From an optimization exercise on the open Yosys and OpenROAD flow, aimed at small area; shortcuts taken in it are not production practice.
Only simulation tests tie the RTL to the original design; equivalence was not proved.

// Test1
module Test1 (
    input  wire        clk,
    input  wire        rst,
    input  wire [15:0] s_chans_dataI,
    input  wire [15:0] s_chans_dataQ,
    input  wire        s_chans_valid,
    input  wire [12:0] Filter_Coefficient,
    input  wire [12:0] Error_Coefficient,
    input  wire [7:0]  R_level,
    output wire        Valid_Out,
    output wire [25:0] OutputI,
    output wire [25:0] OutputQ
);
reg        Valid_1, Valid_2, ema_Valid_1, ema_Valid_2, err_Valid_1, err_Valid_2;
reg [15:0] received_Isignal, received_Qsignal;
reg [15:0] received_Isignal_d, received_Qsignal_d;
reg [25:0] I_out_reg, Q_out_reg;
reg [26:0] ema_Data;        
reg        ema_Data_c;
reg [12:0] ema_Coeff_1, ema_Coeff_2;
reg [26:0] ema_Pread;
reg [40:0] ema_accum;       
reg [40:0] ema_c;           
reg [7:0]  err_R;           
reg [26:0] err_Pread;
reg [12:0] err_Coeff_1, err_Coeff_2;
reg [36:0] err_accum;       
reg [36:0] err_c;           
reg [28:0] err_c3;          
wire [28:0] err_times3;     
wire [25:0] mult_I, mult_Q;    
wire sign_I  = mult_I[25];
wire sign_Q  = mult_Q[25];
wire [26:0] module_out;        
wire [26:0] ema_diff;          
wire [40:0] ema_mac;           
wire [26:0] err_diff;          
wire [36:0] err_mac;           
wire n0;
wire n1;
agc_ha u2 (.a(err_accum[11]), .b(err_accum[10]), .s(n0), .co(n1));
wire n3;
wire n4;
agc_fa u5 (.a(err_accum[12]), .b(err_accum[11]), .c(n1), .s(n3), .co(n4));
wire n6;
wire n7;
agc_fa u8 (.a(err_accum[13]), .b(err_accum[12]), .c(n4), .s(n6), .co(n7));
wire n9;
wire n10;
agc_fa u11 (.a(err_accum[14]), .b(err_accum[13]), .c(n7), .s(n9), .co(n10));
wire n12;
wire n13;
agc_fa u14 (.a(err_accum[15]), .b(err_accum[14]), .c(n10), .s(n12), .co(n13));
wire n15;
wire n16;
agc_fa u17 (.a(err_accum[16]), .b(err_accum[15]), .c(n13), .s(n15), .co(n16));
wire n18;
wire n19;
agc_fa u20 (.a(err_accum[17]), .b(err_accum[16]), .c(n16), .s(n18), .co(n19));
wire n21;
wire n22;
  ...
==> flow/config.mk <==
export PLATFORM = sky130hd
export DESIGN_NAME = Test1
export DESIGN_NICKNAME = Test1
export VERILOG_FILES = /design/flow/design.v
export SDC_FILE = /design/flow/constraint.sdc
export NUM_CORES = 4
export LEC_CHECK = 0
export CAP_MARGIN = 20
export CELL_PAD_IN_SITES_DETAIL_PLACEMENT = 1
export CELL_PAD_IN_SITES_GLOBAL_PLACEMENT = 1
export CORE_MARGIN = 2
export CORE_UTILIZATION = 35
export PLACE_DENSITY = 0.5
export SLEW_MARGIN = 20
export SYNTH_HIERARCHICAL = 1
==> flow/constraint.sdc <==
create_clock -name core_clock -period 10.0 [get_ports {clk}]
set_input_delay 2.0000 -clock core_clock [delete_from_list [all_inputs] [get_ports {clk}]]
set_output_delay 2.0000 -clock core_clock [all_outputs]
set_load 0.01 [all_outputs]
standard.sh (not shown) runs the stock make flow with config.mk's settings and CLKGATE_MAP_FILE= SYNTH_SCRIPT=/design/flow/synth_recipe.tcl, a recipe that flattens the netlist after the stock synthesis.
==> flow/flow/run.sh <==
#!/bin/bash
# The standard layout (the standard.sh, unchanged synthesis and steps),
# with two changes to how the layout is made:
#  - global placement buffers every input and output port with the platform's
#    smallest buffer (buf_1) instead of the cell buffer_ports picks itself;
#  - clock tree synthesis inserts no dummy loads (otherwise its default
#    arguments).
# standard.sh's (make's) full output goes to flow_standard.log in the folder
# this runs in; ORFS also keeps each step's log under orfs/logs/.
set -euo pipefail
cd "$(dirname "$0")/.."
export BUFFER_PORTS_ARGS="-buffer_cell sky130_fd_sc_hd__buf_1"
export CTS_ARGS="-sink_clustering_enable -repair_clock_nets -dont_use_dummy_load"
bash standard.sh > flow_standard.log 2>&1
The first run completed with no timing, DRC or antenna violations.
==> next run, changes <==
--- a/flow/flow/run.sh
+++ b/flow/flow/run.sh
@@ -6,2 +6,2 @@
-#  - clock tree synthesis inserts no dummy loads (otherwise its default
-#    arguments).
+#  - clock tree synthesis inserts no dummy loads and builds the tree from
+#    clkbuf_8 cells over clusters of up to 20 sinks, 50 um across.
@@ -13 +13 @@
-export CTS_ARGS="-sink_clustering_enable -repair_clock_nets -dont_use_dummy_load"
+export CTS_ARGS="-sink_clustering_enable -repair_clock_nets -dont_use_dummy_load -buf_list sky130_fd_sc_hd__clkbuf_8 -sink_clustering_size 20 -sink_clustering_max_diameter 50"
Effect: The changed run completed with no timing, DRC or antenna violations. Routed wire length is about the same. Cell area is lower slightly. Final cell count rose slightly. Sequential share of layout area goes up by 0.15 points. Register-to-register slack is about the same. Worst hold slack improved by 0.015 ns.

==> re-timing with driven ports <==
No port has a modelled driver above. Below, the same layouts with a new extraction and two added sets of constraints. Step 1 assumes that a clkbuf_16 drives the clock port and a buf_2 every other input. Step 2 times the ports against the registers' clock, not the clock port: input delays grow and output delays shrink by t, the midpoint of the rising clock arrivals with the driver on. a / b / c = ideal / step 1 / step 2; a / b = the first two.
run | t, ns | setup WS [ns] | hold slack, ns | worst setup path at the end | clock arrival spread, ns
the first run | 0.720 | 0.852 / 0.852 / 0.852 | 0.295 / 0.295 / 0.295 | register to register | 0.096 / 0.095
the second run | 0.818 | 0.846 / 0.846 / 0.846 | 0.310 / 0.310 / 0.310 | register to register | 0.096 / 0.097
After both steps every run listed still meets setup and hold.
